This is an optimization exercise on Yosys and OpenROAD, whose aim is small area and a short achievable clock period, not a production implementation.
Only simulation tests tie the RTL to the original design; equivalence was not proved.
Power figures rest on the tool's default switching activity, not on a simulated workload.

==> inputs of job 9990 <==
Design risc6_core, start of the top module:
module risc6_core (
    input clk,
    input rst,
    input [31:0] instr,
    output reg [31:0] pc,
    output reg [31:0] R0, R1, R2, R3,
    output [31:0] R4, R5, R6, R7,
    output reg halt
);
    assign R4 = 32'd0;
    assign R5 = 32'd0;
    assign R6 = 32'd0;
    assign R7 = 32'd0;
    wire [5:0] op = instr[31:26];
    wire       lo = (op[5:3] == 3'd0);
    reg        ir_we;       
    reg [1:0]  ir_rd;
    reg        ir_ldi;
    reg        ir_and;
    reg        ir_or;
    reg        ir_xcls;     
    reg        ir_arith;    
    reg        ir_sub;
    reg [3:0]  ir_sa;       
    reg [3:0]  ir_sb;       
    reg [19:0] ir_imm;      
    always @(posedge clk or posedge rst) begin
        if (rst)
            ir_we <= 1'b0;
        else
            ir_we <= lo && (op[2:1] != 2'b11);
    end
    always @(posedge clk) begin
        ir_rd    <= instr[25:24];
        ir_ldi   <= (op[2:0] == 3'd0);
        ir_and   <= (op[2:0] == 3'd3);
        ir_or    <= (op[2:0] == 3'd4);
        ir_xcls  <= (op[2:0] == 3'd1) || (op[2:0] == 3'd2) || (op[2:0] == 3'd5);
        ir_arith <= (op[2:0] == 3'd1) || (op[2:0] == 3'd2);
        ir_sub   <= (op[2:0] == 3'd2);
        ir_sa    <= 4'b0001 << instr[23:22];
        ir_sb    <= 4'b0001 << instr[21:20];
        ir_imm   <= instr[19:0];
    end
    always @(posedge clk or posedge rst) begin
        if (rst) begin
            pc   <= 32'd0;
            halt <= 1'b0;
        end else begin
            pc   <= (op == 6'd6) ? {8'd0, instr[23:0]} : pc + 32'd1;
            halt <= halt | ~lo;
        end
    end
    wire [23:0] imm = {ir_sa[3] | ir_sa[2], ir_sa[3] | ir_sa[1],
                       ir_sb[3] | ir_sb[2], ir_sb[3] | ir_sb[1], ir_imm};
    wire [3:0] wen = {4{ir_we}} & (4'b0001 << ir_rd);
    wire [31:0] a, b, bx, p, ng, nt, nab, pe;
    wire [31:0] d0, d1, d2, d3;
    r6_mux4h ma0 (.s(ir_sa), .d({R3[0], R2[0], R1[0], R0[0]}), .y(a[0]));
    r6_mux4h mb0 (.s(ir_sb), .d({R3[0], R2[0], R1[0], R0[0]}), .y(b[0]));
    r6_xor   xb0 (.a(b[0]), .b(ir_sub), .y(bx[0]));
    r6_xor   xp0 (.a(a[0]), .b(bx[0]), .y(p[0]));
  ...
Settings: LEC_CHECK=0, ABC_AREA=0, CAP_MARGIN=20, CORE_MARGIN=2, CORE_UTILIZATION=55, SETUP_SLACK_MARGIN=3.5, SLEW_MARGIN=20, SYNTH_HIERARCHICAL=1; clock period 6.0 ns.
standard.sh (not shown) runs the stock make flow with config.mk's settings and CLKGATE_MAP_FILE= SYNTH_SCRIPT=/design/flow/synth_recipe.tcl, a recipe that flattens the netlist after the stock synthesis.
==> flow/flow/run.sh <==
#!/bin/bash
# Standard layout, with plain buffers (not delay cells) on the ports.
set -e
cp standard.sh standard_sh_copy.log
export BUFFER_PORTS_ARGS="-buffer_cell sky130_fd_sc_hd__buf_1"
bash standard.sh > standard.log 2>&1
==> inputs of job 6315, as changes to job 9990 <==
==> flow/run.sh (new file) <==
#!/bin/bash
# synth_recipe.tcl (not shown) runs the flow's synth.tcl, then flattens the netlist and writes it again
# the make line also repeats each setting of config.mk as NAME=value (left out here)
make -C /OpenROAD-flow-scripts/flow DESIGN_CONFIG=/design/flow/config.mk WORK_HOME=/design/flow/orfs CLKGATE_MAP_FILE= SYNTH_SCRIPT=/design/flow/synth_recipe.tcl finish
--- a/flow/config.mk
+++ b/flow/config.mk
@@ -9,5 +9,5 @@
 export CAP_MARGIN = 20
 export CORE_MARGIN = 2
-export CORE_UTILIZATION = 55
+export CORE_UTILIZATION = 40
 export SETUP_SLACK_MARGIN = 3.5
 export SLEW_MARGIN = 20
removed: flow/flow/run.sh
removed: flow/standard.sh
==> notes.md <==
| item | job 6315 | job 9990 |
|---|---|---|
| Worst-margin pin slew | 980.9 ps | 979.0 ps |
| Proportion of cell area occupied by registers | 27.09% | 30.46% |
| Largest clock skew in the final design | 12.58 ps | 18.53 ps |
| Run status | no timing/DRC/antenna violations | no timing/DRC/antenna violations |
| Clock Power Share | 16.5% | 19.6% |
| Worst-path fanout max | 6 | 8 |
| Psw | 2.904 mW | 2.870 mW |
| Post-route cell area | 17,880 um2 | 15,800 um2 |
| Setup WS post-layout | 3143 ps | 3201 ps |
| Total Die Area | 32,750 um2 | 24,000 um2 |
| Routed met1 length | 17,890 um | 16,710 um |
| Length in cells of the worst reg-to-reg path | 16 | 14 |
| Leading cell type in the layout, fill and taps excluded | sky130_fd_sc_hd__dlygate4sd2_1 | sky130_fd_sc_hd__buf_1 |
| Period minus WS final | 2857 ps | 2799 ps |
| Cells resized by post-CTS repair | 325 | 101 |
| Die Y-Extent | 181.0 um | 154.9 um |
| Total wirelength of the detailed-routed design | 44,420 um | 41,370 um |
| Core occupancy in the finished layout | 58.16% | 70.20% |
| Combinational share of power | 51.7% | 44.1% |
| Hold slack final | 468.9 ps | 474.0 ps |
| Critical path depth in cells | 16 | 14 |
| Amount of wire on met2 after detailed routing | 21,710 um | 19,500 um |
| Origin of the critical flop-to-flop path | ir_sb[0] | ir_sb[2] |
| Reg-to-reg endpoint | R0[30] | R3[18] |
| Rows | 64 | 55 |
| Starting density of the core | 40.73% | 55.66% |


==> build 12 <==
Another version of the RTL of risc6_core (not shown whole).
clock: 6.0 ns
lec_check: 0
abc_area: 0
cap_margin: 20
core_margin: 2
core_utilization: 55
setup_slack_margin: 3.2
slew_margin: 20
synth_hierarchical: 1
==> flow/flow/run.sh <==
#!/bin/bash
# Standard layout, with plain buffers (not delay cells) on the ports, and
# a clock tree with larger sink clusters and no dummy loads.
set -e
export BUFFER_PORTS_ARGS="-buffer_cell sky130_fd_sc_hd__buf_1"
export CTS_ARGS="-sink_clustering_enable -repair_clock_nets -dont_use_dummy_load -sink_clustering_size 30 -sink_clustering_max_diameter 120"
bash standard.sh > standard.log 2>&1
==> inputs of trial 72, as changes to build 12 <==
--- a/flow/design.v
+++ b/flow/design.v
@@ -212,121 +212,121 @@
     r6_mux4h ma15 (.s(ir_sa), .d({R3[15], R2[15], R1[15], R0[15]}), .y(a[15]));
     r6_mux4h mb15 (.s(ir_sb), .d({R3[15], R2[15], R1[15], R0[15]}), .y(b[15]));
     r6_xor   xb15 (.a(b[15]), .b(ir_sub), .y(bx[15]));
     r6_xor   xp15 (.a(a[15]), .b(bx[15]), .y(p[15]));
     r6_gt    gt15 (.a(a[15]), .bx(bx[15]), .b(b[15]), .arith(ir_arith), .ng(ng[15]), .nt(nt[15]), .nab(nab[15]));
     r6_ao    ao15 (.andn(ir_andn), .nab(nab[15]), .orn(ir_orn), .nt(nt[15]), .x(x[15]));
     r6_lx #(.IMM(1)) lx15 (.ldi(ir_ldi), .imm(imm[15]), .xcls(ir_xcls), .p(p[15]), .y(y[15]));
-    r6_mux4h ma16 (.s(ir_sa), .d({R3[16], R2[16], R1[16], R0[16]}), .y(a[16]));
-    r6_mux4h mb16 (.s(ir_sb), .d({R3[16], R2[16], R1[16], R0[16]}), .y(b[16]));
+    r6_mux4h ma16 (.s(ir_sa_h), .d({R3[16], R2[16], R1[16], R0[16]}), .y(a[16]));
+    r6_mux4h mb16 (.s(ir_sb_h), .d({R3[16], R2[16], R1[16], R0[16]}), .y(b[16]));
     r6_xor   xb16 (.a(b[16]), .b(ir_sub), .y(bx[16]));
     r6_xor   xp16 (.a(a[16]), .b(bx[16]), .y(p[16]));
     r6_gt    gt16 (.a(a[16]), .bx(bx[16]), .b(b[16]), .arith(ir_arith), .ng(ng[16]), .nt(nt[16]), .nab(nab[16]));
     r6_ao    ao16 (.andn(ir_andn), .nab(nab[16]), .orn(ir_orn), .nt(nt[16]), .x(x[16]));
     r6_lx #(.IMM(1)) lx16 (.ldi(ir_ldi), .imm(imm[16]), .xcls(ir_xcls), .p(p[16]), .y(y[16]));
-    r6_mux4h ma17 (.s(ir_sa), .d({R3[17], R2[17], R1[17], R0[17]}), .y(a[17]));
-    r6_mux4h mb17 (.s(ir_sb), .d({R3[17], R2[17], R1[17], R0[17]}), .y(b[17]));
+    r6_mux4h ma17 (.s(ir_sa_h), .d({R3[17], R2[17], R1[17], R0[17]}), .y(a[17]));
+    r6_mux4h mb17 (.s(ir_sb_h), .d({R3[17], R2[17], R1[17], R0[17]}), .y(b[17]));
     r6_xor   xb17 (.a(b[17]), .b(ir_sub), .y(bx[17]));
     r6_xor   xp17 (.a(a[17]), .b(bx[17]), .y(p[17]));
     r6_gt    gt17 (.a(a[17]), .bx(bx[17]), .b(b[17]), .arith(ir_arith), .ng(ng[17]), .nt(nt[17]), .nab(nab[17]));
     r6_ao    ao17 (.andn(ir_andn), .nab(nab[17]), .orn(ir_orn), .nt(nt[17]), .x(x[17]));
     r6_lx #(.IMM(1)) lx17 (.ldi(ir_ldi), .imm(imm[17]), .xcls(ir_xcls), .p(p[17]), .y(y[17]));
-    r6_mux4h ma18 (.s(ir_sa), .d({R3[18], R2[18], R1[18], R0[18]}), .y(a[18]));
-    r6_mux4h mb18 (.s(ir_sb), .d({R3[18], R2[18], R1[18], R0[18]}), .y(b[18]));
+    r6_mux4h ma18 (.s(ir_sa_h), .d({R3[18], R2[18], R1[18], R0[18]}), .y(a[18]));
+    r6_mux4h mb18 (.s(ir_sb_h), .d({R3[18], R2[18], R1[18], R0[18]}), .y(b[18]));
     r6_xor   xb18 (.a(b[18]), .b(ir_sub), .y(bx[18]));
     r6_xor   xp18 (.a(a[18]), .b(bx[18]), .y(p[18]));
     r6_gt    gt18 (.a(a[18]), .bx(bx[18]), .b(b[18]), .arith(ir_arith), .ng(ng[18]), .nt(nt[18]), .nab(nab[18]));
     r6_ao    ao18 (.andn(ir_andn), .nab(nab[18]), .orn(ir_orn), .nt(nt[18]), .x(x[18]));
     r6_lx #(.IMM(1)) lx18 (.ldi(ir_ldi), .imm(imm[18]), .xcls(ir_xcls), .p(p[18]), .y(y[18]));
-    r6_mux4h ma19 (.s(ir_sa), .d({R3[19], R2[19], R1[19], R0[19]}), .y(a[19]));
-    r6_mux4h mb19 (.s(ir_sb), .d({R3[19], R2[19], R1[19], R0[19]}), .y(b[19]));
+    r6_mux4h ma19 (.s(ir_sa_h), .d({R3[19], R2[19], R1[19], R0[19]}), .y(a[19]));
+    r6_mux4h mb19 (.s(ir_sb_h), .d({R3[19], R2[19], R1[19], R0[19]}), .y(b[19]));
     r6_xor   xb19 (.a(b[19]), .b(ir_sub), .y(bx[19]));
     r6_xor   xp19 (.a(a[19]), .b(bx[19]), .y(p[19]));
     r6_gt    gt19 (.a(a[19]), .bx(bx[19]), .b(b[19]), .arith(ir_arith), .ng(ng[19]), .nt(nt[19]), .nab(nab[19]));
     r6_ao    ao19 (.andn(ir_andn), .nab(nab[19]), .orn(ir_orn), .nt(nt[19]), .x(x[19]));
     r6_lx #(.IMM(1)) lx19 (.ldi(ir_ldi), .imm(imm[19]), .xcls(ir_xcls), .p(p[19]), .y(y[19]));
-    r6_mux4h ma20 (.s(ir_sa), .d({R3[20], R2[20], R1[20], R0[20]}), .y(a[20]));
-    r6_mux4h mb20 (.s(ir_sb), .d({R3[20], R2[20], R1[20], R0[20]}), .y(b[20]));
+    r6_mux4h ma20 (.s(ir_sa_h), .d({R3[20], R2[20], R1[20], R0[20]}), .y(a[20]));
+    r6_mux4h mb20 (.s(ir_sb_h), .d({R3[20], R2[20], R1[20], R0[20]}), .y(b[20]));
     r6_xor   xb20 (.a(b[20]), .b(ir_sub), .y(bx[20]));
     r6_xor   xp20 (.a(a[20]), .b(bx[20]), .y(p[20]));
     r6_gt    gt20 (.a(a[20]), .bx(bx[20]), .b(b[20]), .arith(ir_arith), .ng(ng[20]), .nt(nt[20]), .nab(nab[20]));
     r6_ao    ao20 (.andn(ir_andn), .nab(nab[20]), .orn(ir_orn), .nt(nt[20]), .x(x[20]));
     r6_lx #(.IMM(1)) lx20 (.ldi(ir_ldi), .imm(imm[20]), .xcls(ir_xcls), .p(p[20]), .y(y[20]));
-    r6_mux4h ma21 (.s(ir_sa), .d({R3[21], R2[21], R1[21], R0[21]}), .y(a[21]));
-    r6_mux4h mb21 (.s(ir_sb), .d({R3[21], R2[21], R1[21], R0[21]}), .y(b[21]));
+    r6_mux4h ma21 (.s(ir_sa_h), .d({R3[21], R2[21], R1[21], R0[21]}), .y(a[21]));
+    r6_mux4h mb21 (.s(ir_sb_h), .d({R3[21], R2[21], R1[21], R0[21]}), .y(b[21]));
     r6_xor   xb21 (.a(b[21]), .b(ir_sub), .y(bx[21]));
     r6_xor   xp21 (.a(a[21]), .b(bx[21]), .y(p[21]));
     r6_gt    gt21 (.a(a[21]), .bx(bx[21]), .b(b[21]), .arith(ir_arith), .ng(ng[21]), .nt(nt[21]), .nab(nab[21]));
     r6_ao    ao21 (.andn(ir_andn), .nab(nab[21]), .orn(ir_orn), .nt(nt[21]), .x(x[21]));
     r6_lx #(.IMM(1)) lx21 (.ldi(ir_ldi), .imm(imm[21]), .xcls(ir_xcls), .p(p[21]), .y(y[21]));
-    r6_mux4h ma22 (.s(ir_sa), .d({R3[22], R2[22], R1[22], R0[22]}), .y(a[22]));
-    r6_mux4h mb22 (.s(ir_sb), .d({R3[22], R2[22], R1[22], R0[22]}), .y(b[22]));
+    r6_mux4h ma22 (.s(ir_sa_h), .d({R3[22], R2[22], R1[22], R0[22]}), .y(a[22]));
+    r6_mux4h mb22 (.s(ir_sb_h), .d({R3[22], R2[22], R1[22], R0[22]}), .y(b[22]));
     r6_xor   xb22 (.a(b[22]), .b(ir_sub), .y(bx[22]));
     r6_xor   xp22 (.a(a[22]), .b(bx[22]), .y(p[22]));
     r6_gt    gt22 (.a(a[22]), .bx(bx[22]), .b(b[22]), .arith(ir_arith), .ng(ng[22]), .nt(nt[22]), .nab(nab[22]));
     r6_ao    ao22 (.andn(ir_andn), .nab(nab[22]), .orn(ir_orn), .nt(nt[22]), .x(x[22]));
     r6_lx #(.IMM(1)) lx22 (.ldi(ir_ldi), .imm(imm[22]), .xcls(ir_xcls), .p(p[22]), .y(y[22]));
-    r6_mux4h ma23 (.s(ir_sa), .d({R3[23], R2[23], R1[23], R0[23]}), .y(a[23]));
-    r6_mux4h mb23 (.s(ir_sb), .d({R3[23], R2[23], R1[23], R0[23]}), .y(b[23]));
+    r6_mux4h ma23 (.s(ir_sa_h), .d({R3[23], R2[23], R1[23], R0[23]}), .y(a[23]));
+    r6_mux4h mb23 (.s(ir_sb_h), .d({R3[23], R2[23], R1[23], R0[23]}), .y(b[23]));
     r6_xor   xb23 (.a(b[23]), .b(ir_sub), .y(bx[23]));
     r6_xor   xp23 (.a(a[23]), .b(bx[23]), .y(p[23]));
     r6_gt    gt23 (.a(a[23]), .bx(bx[23]), .b(b[23]), .arith(ir_arith), .ng(ng[23]), .nt(nt[23]), .nab(nab[23]));
     r6_ao    ao23 (.andn(ir_andn), .nab(nab[23]), .orn(ir_orn), .nt(nt[23]), .x(x[23]));
     r6_lx #(.IMM(1)) lx23 (.ldi(ir_ldi), .imm(imm[23]), .xcls(ir_xcls), .p(p[23]), .y(y[23]));
-    r6_mux4h ma24 (.s(ir_sa), .d({R3[24], R2[24], R1[24], R0[24]}), .y(a[24]));
-    r6_mux4h mb24 (.s(ir_sb), .d({R3[24], R2[24], R1[24], R0[24]}), .y(b[24]));
+    r6_mux4h ma24 (.s(ir_sa_h), .d({R3[24], R2[24], R1[24], R0[24]}), .y(a[24]));
+    r6_mux4h mb24 (.s(ir_sb_h), .d({R3[24], R2[24], R1[24], R0[24]}), .y(b[24]));
     r6_xor   xb24 (.a(b[24]), .b(ir_sub), .y(bx[24]));
     r6_xor   xp24 (.a(a[24]), .b(bx[24]), .y(p[24]));
     r6_gt    gt24 (.a(a[24]), .bx(bx[24]), .b(b[24]), .arith(ir_arith), .ng(ng[24]), .nt(nt[24]), .nab(nab[24]));
     r6_ao    ao24 (.andn(ir_andn), .nab(nab[24]), .orn(ir_orn), .nt(nt[24]), .x(x[24]));
     r6_lx #(.IMM(0)) lx24 (.ldi(ir_ldi), .imm(1'b0), .xcls(ir_xcls), .p(p[24]), .y(y[24]));
-    r6_mux4h ma25 (.s(ir_sa), .d({R3[25], R2[25], R1[25], R0[25]}), .y(a[25]));
-    r6_mux4h mb25 (.s(ir_sb), .d({R3[25], R2[25], R1[25], R0[25]}), .y(b[25]));
+    r6_mux4h ma25 (.s(ir_sa_h), .d({R3[25], R2[25], R1[25], R0[25]}), .y(a[25]));
+    r6_mux4h mb25 (.s(ir_sb_h), .d({R3[25], R2[25], R1[25], R0[25]}), .y(b[25]));
     r6_xor   xb25 (.a(b[25]), .b(ir_sub), .y(bx[25]));
     r6_xor   xp25 (.a(a[25]), .b(bx[25]), .y(p[25]));
     r6_gt    gt25 (.a(a[25]), .bx(bx[25]), .b(b[25]), .arith(ir_arith), .ng(ng[25]), .nt(nt[25]), .nab(nab[25]));
     r6_ao    ao25 (.andn(ir_andn), .nab(nab[25]), .orn(ir_orn), .nt(nt[25]), .x(x[25]));
     r6_lx #(.IMM(0)) lx25 (.ldi(ir_ldi), .imm(1'b0), .xcls(ir_xcls), .p(p[25]), .y(y[25]));
-    r6_mux4h ma26 (.s(ir_sa), .d({R3[26], R2[26], R1[26], R0[26]}), .y(a[26]));
-    r6_mux4h mb26 (.s(ir_sb), .d({R3[26], R2[26], R1[26], R0[26]}), .y(b[26]));
+    r6_mux4h ma26 (.s(ir_sa_h), .d({R3[26], R2[26], R1[26], R0[26]}), .y(a[26]));
+    r6_mux4h mb26 (.s(ir_sb_h), .d({R3[26], R2[26], R1[26], R0[26]}), .y(b[26]));
     r6_xor   xb26 (.a(b[26]), .b(ir_sub), .y(bx[26]));
     r6_xor   xp26 (.a(a[26]), .b(bx[26]), .y(p[26]));
     r6_gt    gt26 (.a(a[26]), .bx(bx[26]), .b(b[26]), .arith(ir_arith), .ng(ng[26]), .nt(nt[26]), .nab(nab[26]));
     r6_ao    ao26 (.andn(ir_andn), .nab(nab[26]), .orn(ir_orn), .nt(nt[26]), .x(x[26]));
     r6_lx #(.IMM(0)) lx26 (.ldi(ir_ldi), .imm(1'b0), .xcls(ir_xcls), .p(p[26]), .y(y[26]));
-    r6_mux4h ma27 (.s(ir_sa), .d({R3[27], R2[27], R1[27], R0[27]}), .y(a[27]));
-    r6_mux4h mb27 (.s(ir_sb), .d({R3[27], R2[27], R1[27], R0[27]}), .y(b[27]));
+    r6_mux4h ma27 (.s(ir_sa_h), .d({R3[27], R2[27], R1[27], R0[27]}), .y(a[27]));
+    r6_mux4h mb27 (.s(ir_sb_h), .d({R3[27], R2[27], R1[27], R0[27]}), .y(b[27]));
     r6_xor   xb27 (.a(b[27]), .b(ir_sub), .y(bx[27]));
     r6_xor   xp27 (.a(a[27]), .b(bx[27]), .y(p[27]));
     r6_gt    gt27 (.a(a[27]), .bx(bx[27]), .b(b[27]), .arith(ir_arith), .ng(ng[27]), .nt(nt[27]), .nab(nab[27]));
     r6_ao    ao27 (.andn(ir_andn), .nab(nab[27]), .orn(ir_orn), .nt(nt[27]), .x(x[27]));
     r6_lx #(.IMM(0)) lx27 (.ldi(ir_ldi), .imm(1'b0), .xcls(ir_xcls), .p(p[27]), .y(y[27]));
-    r6_mux4h ma28 (.s(ir_sa), .d({R3[28], R2[28], R1[28], R0[28]}), .y(a[28]));
-    r6_mux4h mb28 (.s(ir_sb), .d({R3[28], R2[28], R1[28], R0[28]}), .y(b[28]));
+    r6_mux4h ma28 (.s(ir_sa_h), .d({R3[28], R2[28], R1[28], R0[28]}), .y(a[28]));
+    r6_mux4h mb28 (.s(ir_sb_h), .d({R3[28], R2[28], R1[28], R0[28]}), .y(b[28]));
     r6_xor   xb28 (.a(b[28]), .b(ir_sub), .y(bx[28]));
     r6_xor   xp28 (.a(a[28]), .b(bx[28]), .y(p[28]));
     r6_gt    gt28 (.a(a[28]), .bx(bx[28]), .b(b[28]), .arith(ir_arith), .ng(ng[28]), .nt(nt[28]), .nab(nab[28]));
     r6_ao    ao28 (.andn(ir_andn), .nab(nab[28]), .orn(ir_orn), .nt(nt[28]), .x(x[28]));
     r6_lx #(.IMM(0)) lx28 (.ldi(ir_ldi), .imm(1'b0), .xcls(ir_xcls), .p(p[28]), .y(y[28]));
-    r6_mux4h ma29 (.s(ir_sa), .d({R3[29], R2[29], R1[29], R0[29]}), .y(a[29]));
-    r6_mux4h mb29 (.s(ir_sb), .d({R3[29], R2[29], R1[29], R0[29]}), .y(b[29]));
+    r6_mux4h ma29 (.s(ir_sa_h), .d({R3[29], R2[29], R1[29], R0[29]}), .y(a[29]));
+    r6_mux4h mb29 (.s(ir_sb_h), .d({R3[29], R2[29], R1[29], R0[29]}), .y(b[29]));
     r6_xor   xb29 (.a(b[29]), .b(ir_sub), .y(bx[29]));
     r6_xor   xp29 (.a(a[29]), .b(bx[29]), .y(p[29]));
     r6_gt    gt29 (.a(a[29]), .bx(bx[29]), .b(b[29]), .arith(ir_arith), .ng(ng[29]), .nt(nt[29]), .nab(nab[29]));
     r6_ao    ao29 (.andn(ir_andn), .nab(nab[29]), .orn(ir_orn), .nt(nt[29]), .x(x[29]));
     r6_lx #(.IMM(0)) lx29 (.ldi(ir_ldi), .imm(1'b0), .xcls(ir_xcls), .p(p[29]), .y(y[29]));
-    r6_mux4h ma30 (.s(ir_sa), .d({R3[30], R2[30], R1[30], R0[30]}), .y(a[30]));
-    r6_mux4h mb30 (.s(ir_sb), .d({R3[30], R2[30], R1[30], R0[30]}), .y(b[30]));
+    r6_mux4h ma30 (.s(ir_sa_h), .d({R3[30], R2[30], R1[30], R0[30]}), .y(a[30]));
+    r6_mux4h mb30 (.s(ir_sb_h), .d({R3[30], R2[30], R1[30], R0[30]}), .y(b[30]));
     r6_xor   xb30 (.a(b[30]), .b(ir_sub), .y(bx[30]));
     r6_xor   xp30 (.a(a[30]), .b(bx[30]), .y(p[30]));
     r6_gt    gt30 (.a(a[30]), .bx(bx[30]), .b(b[30]), .arith(ir_arith), .ng(ng[30]), .nt(nt[30]), .nab(nab[30]));
     r6_ao    ao30 (.andn(ir_andn), .nab(nab[30]), .orn(ir_orn), .nt(nt[30]), .x(x[30]));
     r6_lx #(.IMM(0)) lx30 (.ldi(ir_ldi), .imm(1'b0), .xcls(ir_xcls), .p(p[30]), .y(y[30]));
-    r6_mux4h ma31 (.s(ir_sa), .d({R3[31], R2[31], R1[31], R0[31]}), .y(a[31]));
-    r6_mux4h mb31 (.s(ir_sb), .d({R3[31], R2[31], R1[31], R0[31]}), .y(b[31]));
+    r6_mux4h ma31 (.s(ir_sa_h), .d({R3[31], R2[31], R1[31], R0[31]}), .y(a[31]));
+    r6_mux4h mb31 (.s(ir_sb_h), .d({R3[31], R2[31], R1[31], R0[31]}), .y(b[31]));
     r6_xor   xb31 (.a(b[31]), .b(ir_sub), .y(bx[31]));
     r6_xor   xp31 (.a(a[31]), .b(bx[31]), .y(p[31]));
     r6_gt    gt31 (.a(a[31]), .bx(bx[31]), .b(b[31]), .arith(ir_arith), .ng(ng[31]), .nt(nt[31]), .nab(nab[31]));
     r6_ao    ao31 (.andn(ir_andn), .nab(nab[31]), .orn(ir_orn), .nt(nt[31]), .x(x[31]));
     r6_lx #(.IMM(0)) lx31 (.ldi(ir_ldi), .imm(1'b0), .xcls(ir_xcls), .p(p[31]), .y(y[31]));
     wire pgc_0_g;
     r6_gn #(.HN(1), .LN(0), .ON(0)) nc_0 (.gh(ng[0]), .ph(nt[0]), .gl(ir_sub), .go(pgc_0_g));
==> flow/flow/run.sh (replaced) <==
#!/bin/bash
# Standard layout, with plain buffers (not delay cells) on the ports.
set -e
cp standard.sh standard_sh_copy.log
export BUFFER_PORTS_ARGS="-buffer_cell sky130_fd_sc_hd__buf_1"
bash standard.sh > standard.log 2>&1
==> notes <==
Between trial 72 and build 12, the lower cell count is in build 12 (gap 0.84%, measured against build 12). Against trial 72, the synthesized cell count of build 12 is lower by 0.46%. Between trial 72 and build 12, the lower clock power is in build 12 (gap 49%, measured against build 12). In build 12 the total power is lower than in trial 72, by 7.2%. Of build 12 and trial 72, trial 72 has the higher design area (gap 0.82%, measured against trial 72). Flip-flop and latch count: trial 72 is higher than build 12 (8). Sequential share of layout area: build 12 is lower than trial 72 (0.90 points). Against build 12, the combinational power of trial 72 is lower by about 5%. Global-route usage: build 12 is higher than trial 72 (0.33 points). Of build 12 and trial 72, build 12 has the higher worst hold slack (gap 0.0011 ns). Of trial 72 and build 12, build 12 has the higher utilization (gap 0.061 points).

-- afterwards: timing with drivers on the ports --
Ports are ideal in the flow. The routed layouts listed here were re-timed in OpenROAD.
Step 1 sets driving cells, clkbuf_16 on the clock port and buf_2 on the other inputs (assumed; they add their load-dependent delay and slew).
Step 2 moves the port delays by t, midway between the first and last clock arrival at a register: inputs arrive t later, outputs are due t later. That takes back most of the time a late clock gives input paths.
Slacks: ideal / step 1 / step 2; pairs: ideal / step 1.
run | shift t [ns] | slack for setup (ns) | hold slack, ns | worst register clock-pin slew, ns
job 9990 | 0.485 | 3.201 / 3.201 / 3.201 | 0.474 / 0.474 / 0.474 | 0.09 / 0.09
job 6315 | 0.492 | 3.143 / 3.143 / 3.143 | 0.469 / 0.469 / 0.469 | 0.08 / 0.08
build 12 | 0.475 | 3.319 / 3.319 / 3.230 | 0.475 / 0.475 / 0.475 | 0.08 / 0.08
trial 72 | 0.581 | 3.240 / 3.240 / 3.240 | 0.474 / 0.474 / 0.474 | 0.06 / 0.06
After both steps every run listed still meets setup and hold. For build 12, which loses most, drivers alone change the setup slack by 0.000 ns; drivers and shift together by -0.089 ns.
